This design comes from an exercise in tuning for small area on the open sky130 flow, not from production work. Function was checked by simulation only, so behaviour that the tests miss may differ from the original. No driver is modelled on the clock port, so clock power and skew are understated where the tree is cut down; a real chip needs a root buffer or a tree. Power and IR drop assume default switching activity.

Design mtm_Alu, start of the top module:
module mtm_Alu (
    input  wire clk,    
    input  wire rst_n,  
    input  wire sin,    
    output wire sout    
);
  reg  [3:0]  rcnt;    
  reg         rtype;   
  reg  [3:0]  dcnt;    
  reg  [3:0]  crc4;
  reg  [1:0]  op;      
  reg  [31:0] A;
  reg  [31:0] B;
  wire rpay     = !rcnt[3];
  wire rlast    = (rcnt == 4'd7);
  wire crc_bit  = (rtype && rcnt == 4'd0) ? 1'b1 : sin;
  wire crc_fb   = crc4[3] ^ crc_bit;
  wire [3:0] crc4_nx = {crc4[2:0], 1'b0} ^ {2'b00, crc_fb, crc_fb};
  wire recv_b   = rpay && !rtype && (dcnt[3:2] == 2'b00);
  wire recv_a   = rpay && !rtype && (dcnt[3:2] == 2'b01);
  wire ctl_end  = rlast && rtype;
  reg  [3:0]  tpos;
  reg  [2:0]  fidx;
  reg  [1:0]  err;     
  reg         cy;
  reg         fz;
  reg  [2:0]  crc3;
  wire t_idle   = (fidx == 3'd5);
  wire t_comp   = (fidx == 3'd7);
  wire t_ctl    = fidx[2] & !fidx[0];
  wire t_ectl   = t_ctl & fidx[1];
  wire t_act    = !t_idle && !t_comp;
  wire t_pay    = t_act && !tpos[3];
  wire t_data   = t_pay && !fidx[2];
  wire trigger  = t_idle && rtype && rcnt == 4'd3;
  wire [3:0]  bd = B[3:0];
  wire        arith = op[1];
  wire        sub   = op[0];
  wire [3:0]  ad    = A[3:0];
  wire [3:0]  bx    = bd ^ {4{sub}};
  wire [4:0]  sum   = {1'b0, ad} + {1'b0, bx} + {4'b0, cy};
  wire [3:0]  lg    = sub ? (ad | bd) : (ad & bd);
  wire [3:0]  cd    = arith ? sum[3:0] : lg;
  wire        vd    = arith & ~(ad[3] ^ bx[3]) & (ad[3] ^ sum[3]);
  reg pbit;
  always @* begin
    if (!t_ectl) begin
      case (tpos[2:0])
        3'd0: pbit = 1'b0;
  ...
For scale: ~450 cells after synthesis, ~93 flip-flops.
==> module mtm_Alu, before the edit <==
module mtm_Alu (
    input  wire clk,    
    input  wire rst_n,  
    input  wire sin,    
    output wire sout    
);
  reg  [3:0]  rcnt;    
  reg         rtype;   
  reg  [3:0]  dcnt;    
  reg  [3:0]  crc4;
  reg  [1:0]  op;      
  reg  [31:0] A;
  reg  [31:0] B;
  wire rpay     = !rcnt[3];
  wire rlast    = (rcnt == 4'd7);
  wire crc_bit  = (rtype && rcnt == 4'd0) ? 1'b1 : sin;
  wire crc_fb   = crc4[3] ^ crc_bit;
  wire [3:0] crc4_nx = {crc4[2:0], 1'b0} ^ {2'b00, crc_fb, crc_fb};
  wire recv_b   = rpay && !rtype && (dcnt[3:2] == 2'b00);
  wire recv_a   = rpay && !rtype && (dcnt[3:2] == 2'b01);
  wire ctl_end  = rlast && rtype;
  reg  [3:0]  tpos;
  reg  [2:0]  fidx;
  reg  [1:0]  err;     
  reg         cy;
  reg         fz;
  reg  [2:0]  crc3;
  wire t_idle   = (fidx == 3'd5);
  wire t_comp   = (fidx == 3'd7);
  wire t_ctl    = fidx[2] & !fidx[0];
  wire t_ectl   = t_ctl & fidx[1];
  wire t_act    = !t_idle && !t_comp;
  wire t_pay    = t_act && !tpos[3];
  wire t_data   = t_pay && !fidx[2];
  wire trigger  = t_idle && rtype && rcnt == 4'd3;
  wire [3:0]  bd = B[3:0];
  wire        arith = op[1];
  wire        sub   = op[0];
  wire [3:0]  ad    = A[3:0];
  wire [3:0]  bx    = bd ^ {4{sub}};
  wire [4:0]  sum   = {1'b0, ad} + {1'b0, bx} + {4'b0, cy};
  wire [3:0]  lg    = sub ? (ad | bd) : (ad & bd);
  wire [3:0]  cd    = arith ? sum[3:0] : lg;
  wire        vd    = arith & ~(ad[3] ^ bx[3]) & (ad[3] ^ sum[3]);
  reg pbit;
  always @* begin
    if (!t_ectl) begin
      case (tpos[2:0])
        3'd0: pbit = 1'b0;
        3'd1: pbit = arith & (cy ^ sub);
        3'd2: pbit = err[1];
        3'd3: pbit = fz;
        3'd4: pbit = err[0];
        default: pbit = crc3[2];
      endcase
    end
    else begin
      case (tpos[2:0])
        3'd1, 3'd4: pbit = err[1] & err[0];
        3'd2, 3'd5: pbit = err[1] & ~err[0];
        3'd3, 3'd6: pbit = ~err[1] & err[0];
        default:    pbit = 1'b1;
      endcase
    end
  end
  wire tbit    = t_ctl ? pbit : A[31];
  wire b_sr = recv_b;
  wire b_sc = t_comp && !recv_b;
  wire b_sh = !(t_comp || recv_b);
  wire [31:0] b_nx = ({32{b_sr}} & {B[30:0], sin}) |
                     ({32{b_sc}} & {B[3:0], B[31:4]}) |
                     ({32{b_sh}} & B);
  wire a_sc = t_comp;
  wire a_ss = !t_comp && (recv_a || t_data);
  wire a_sh = !(t_comp || recv_a || t_data);
  wire [31:0] a_nx = ({32{a_sc}} & {cd, A[31:4]}) |
                     ({32{a_ss}} & {A[30:0], sin}) |
                     ({32{a_sh}} & A);
  wire crc3_fb = crc3[2] ^ tbit;
  assign sout  = !t_act ? 1'b1 :
                 !tpos[3] ? tbit :
                 tpos[1] ? t_ctl : ~tpos[0];
  always @(posedge clk) begin
    if (!rst_n) begin
      rcnt <= 4'd8;
      dcnt <= 4'd0;
      crc4 <= 4'd0;
      fidx <= 3'd5;
    end
    else begin
      if (rcnt == 4'd8) begin
        if (!sin) rcnt <= 4'd9;
      end
      else if (rcnt == 4'd9)
        rcnt <= 4'd0;
      else
        rcnt <= rcnt + 4'd1;
      if (rpay)
        crc4 <= ctl_end ? 4'd0 : crc4_nx;
      if (rlast) begin
        if (rtype)
          dcnt <= 4'd0;
        else if (dcnt[3])
          dcnt[0] <= 1'b1;
        else
          dcnt <= dcnt + 4'd1;
      end
      if (trigger)
        fidx <= 3'd7;
      else if (!t_idle && tpos == 4'd8)
        fidx <= (t_comp && err != 2'b00) ? 3'd6 :
                (fidx == 3'd6) ? 3'd5 : fidx + 3'd1;
    end
  end
  always @(posedge clk) begin
    if (trigger)
      tpos <= 4'd1;
    else if (tpos == 4'd10)
      tpos <= 4'd0;
    else
      tpos <= tpos + 4'd1;
    if (rcnt == 4'd9)
      rtype <= sin;
    if (t_idle && rtype && (rcnt == 4'd1 || rcnt == 4'd3))
      op <= {op[0], sin};
    if (t_idle && rtype && rcnt == 4'd2)
      err <= {1'b0, sin};
    if (ctl_end && t_comp) begin
      if (dcnt != 4'd8)        err <= 2'b11;
      else if (crc4_nx != 0)   err <= 2'b10;
    end
    if (t_comp && tpos[3] && err == 2'b00)    
      err <= {vd, cd[3]};
    B <= b_nx;
    A <= a_nx;
    cy <= (trigger & op[0] & sin) | (t_comp & sum[4]) | (!trigger & !t_comp & cy);
    fz <= trigger | (fz & (!t_comp | (cd == 4'd0)));
    if (t_comp)
      crc3 <= 3'd0;
    else if (t_pay)
      crc3 <= {crc3[1:0], 1'b0} ^ {1'b0, crc3_fb, crc3_fb};
  end
endmodule
export LEC_CHECK = 0
export CAP_MARGIN = 20
export CORE_MARGIN = 2
export CORE_UTILIZATION = 70
export CTS_BUF_LIST = sky130_fd_sc_hd__clkbuf_8
export SLEW_MARGIN = 20
create_clock -name core_clock -period 10.0 [get_ports {clk}]
standard.sh (not shown) runs the stock make flow with config.mk's settings and CLKGATE_MAP_FILE= SYNTH_SCRIPT=/design/flow/synth_recipe.tcl, a recipe that flattens the netlist after the stock synthesis.
==> flow/flow/run.sh <==
#!/bin/bash
# The standard layout (standard.sh) with three changes:
#  - synthesis: ABC maps for area (flow/abc_area.script: strash; dch -f; amap)
#    instead of ORFS's delay-oriented script, and Yosys's half/full-adder
#    extraction and Kogge-Stone carry mapping are left out, so ABC sees all
#    logic. The registers are those of the standard synthesis (flip-flop
#    mapping is unchanged).
#  - clock tree: three clkbuf_16 buffers driven by the clock port, each
#    driving a third of the flip-flops (split by x position), built by
#    flow/mcts.tcl in place of TritonCTS; clock-tree timing repair as usual.
#  - port buffers: sky130_fd_sc_hd__buf_1.
# Each tool's full output goes to a log file in this folder.
set -euo pipefail
here=$(pwd)

# private copy of the ORFS scripts, with the synthesis changes
rm -rf "$here/scripts"
cp -r "$FLOW_HOME/scripts" "$here/scripts"
cp "$here/flow/abc_area.script" "$here/scripts/abc_speed.script"
sed -i 's/\[dont_use_adder_kinds\] ne "none"$/[dont_use_adder_kinds] ne "none" \&\& 0/' "$here/scripts/synth.tcl"
sed -i 's#"-extra-map $::env(FLOW_HOME)/platforms/common/lcu_kogge_stone.v"\]#""]#' "$here/scripts/synth.tcl"
grep -q 'ne "none" && 0' "$here/scripts/synth.tcl"
! grep -q 'lcu_kogge_stone' "$here/scripts/synth.tcl"

sed -i "s#^log_cmd clock_tree_synthesis {\*}\$cts_args#source $here/flow/mcts.tcl; manual_cts 3 sky130_fd_sc_hd__clkbuf_16; set_propagated_clock [all_clocks]#" "$here/scripts/cts.tcl"
grep -q "manual_cts 3" "$here/scripts/cts.tcl"
bash standard.sh "SCRIPTS_DIR=$here/scripts" \
  "BUFFER_PORTS_ARGS=-buffer_cell sky130_fd_sc_hd__buf_1" finish > standard_flow.log 2>&1
Other scripts of this flow, unchanged in this note and not shown: flow/flow/abc_area.script, flow/flow/mcts.tcl
Change:
--- a/flow/design.v
+++ b/flow/design.v
@@ -12,6 +12,7 @@
   reg  [1:0]  op;      
   reg  [31:0] A;
   reg  [31:0] B;
+  reg         pol;
   wire rpay     = !rcnt[3];
   wire rlast    = (rcnt == 4'd7);
   wire crc_bit  = (rtype && rcnt == 4'd0) ? 1'b1 : sin;
@@ -34,10 +35,10 @@
   wire t_pay    = t_act && !tpos[3];
   wire t_data   = t_pay && !fidx[2];
   wire trigger  = t_idle && rtype && rcnt == 4'd3;
-  wire [3:0]  bd = B[3:0];
+  wire [3:0]  bd = B[3:0] ^ {4{pol}};
   wire        arith = op[1];
   wire        sub   = op[0];
-  wire [3:0]  ad    = A[3:0];
+  wire [3:0]  ad    = A[3:0] ^ {4{pol}};
   wire [3:0]  bx    = bd ^ {4{sub}};
   wire [4:0]  sum   = {1'b0, ad} + {1'b0, bx} + {4'b0, cy};
   wire [3:0]  lg    = sub ? (ad | bd) : (ad & bd);
@@ -64,19 +65,20 @@
       endcase
     end
   end
-  wire tbit    = t_ctl ? pbit : A[31];
+  wire tbit    = t_ctl ? pbit : (A[31] ^ pol);
+  wire sin_p   = sin ^ pol;
   wire b_sr = recv_b;
-  wire b_sc = t_comp && !recv_b;
-  wire b_sh = !(t_comp || recv_b);
-  wire [31:0] b_nx = ({32{b_sr}} & {B[30:0], sin}) |
-                     ({32{b_sc}} & {B[3:0], B[31:4]}) |
-                     ({32{b_sh}} & B);
+  wire b_sc = t_comp && !tpos[3];    
+  wire b_sh = !(b_sc || recv_b);
+  wire [31:0] b_nx = ~(({32{b_sr}} & {B[30:0], sin_p}) |
+                       ({32{b_sc}} & {B[3:0], B[31:4]}) |
+                       ({32{b_sh}} & B));
   wire a_sc = t_comp;
-  wire a_ss = !t_comp && (recv_a || t_data);
+  wire a_ss = recv_a || t_data;
   wire a_sh = !(t_comp || recv_a || t_data);
-  wire [31:0] a_nx = ({32{a_sc}} & {cd, A[31:4]}) |
-                     ({32{a_ss}} & {A[30:0], sin}) |
-                     ({32{a_sh}} & A);
+  wire [31:0] a_nx = ~(({32{a_sc}} & {cd ^ {4{pol}}, A[31:4]}) |
+                       ({32{a_ss}} & {A[30:0], sin_p}) |
+                       ({32{a_sh}} & A));
   wire crc3_fb = crc3[2] ^ tbit;
   assign sout  = !t_act ? 1'b1 :
                  !tpos[3] ? tbit :
@@ -132,6 +134,7 @@
     end
     if (t_comp && tpos[3] && err == 2'b00)    
       err <= {vd, cd[3]};
+    pol <= rst_n & ~pol;
     B <= b_nx;
     A <= a_nx;
     cy <= (trigger & op[0] & sin) | (t_comp & sum[4]) | (!trigger & !t_comp & cy);
Result: Final cell count came out lower by 8.4%; global-route usage came out higher by 0.17 points; routed wire length came out lower by 3.4%; final area came out lower by 2.1%; area after synthesis came out lower by about 3%; register-to-register slack loses 0.16 ns; combinational power came out higher by about 50%; critical path depth came out higher by 1; worst setup slack gains 0.066 ns; first-iteration DRC count came out lower by about 7%; total power came out higher by 34%; sequential share of layout area came out higher by 1.5 points; sequential power came out higher by about 35%; die area came out lower by 2.8%.
No run of this note takes its clock network from TritonCTS; it comes from the design's own scripts or RTL.

afterwards: timing with drivers on the ports:
In the flow no input, the clock included, has a driving cell. The finished layouts below were timed again as built, in two steps.
Step 1 sets driving cells, clkbuf_16 on the clock port and buf_2 on the other inputs (assumed; they add their load-dependent delay and slew).
Step 2, shift: input delay + t, output delay - t, t = (earliest + latest rising clock arrival at the registers) / 2. This alone moves slack from input paths to output paths.
Three values: no drivers, after step 1, after step 2; two values: the first two.
run	t (ns)	setup WS [ns]	worst hold slack (ns)	worst setup path after step 2
the first run	0.227	5.530 / 5.468 / 5.695	0.484 / 0.484 / 0.484	register to output
the second run	0.224	5.596 / 5.537 / 5.761	0.451 / 0.451 / 0.451	register to output
After both steps every run listed still meets setup and hold.
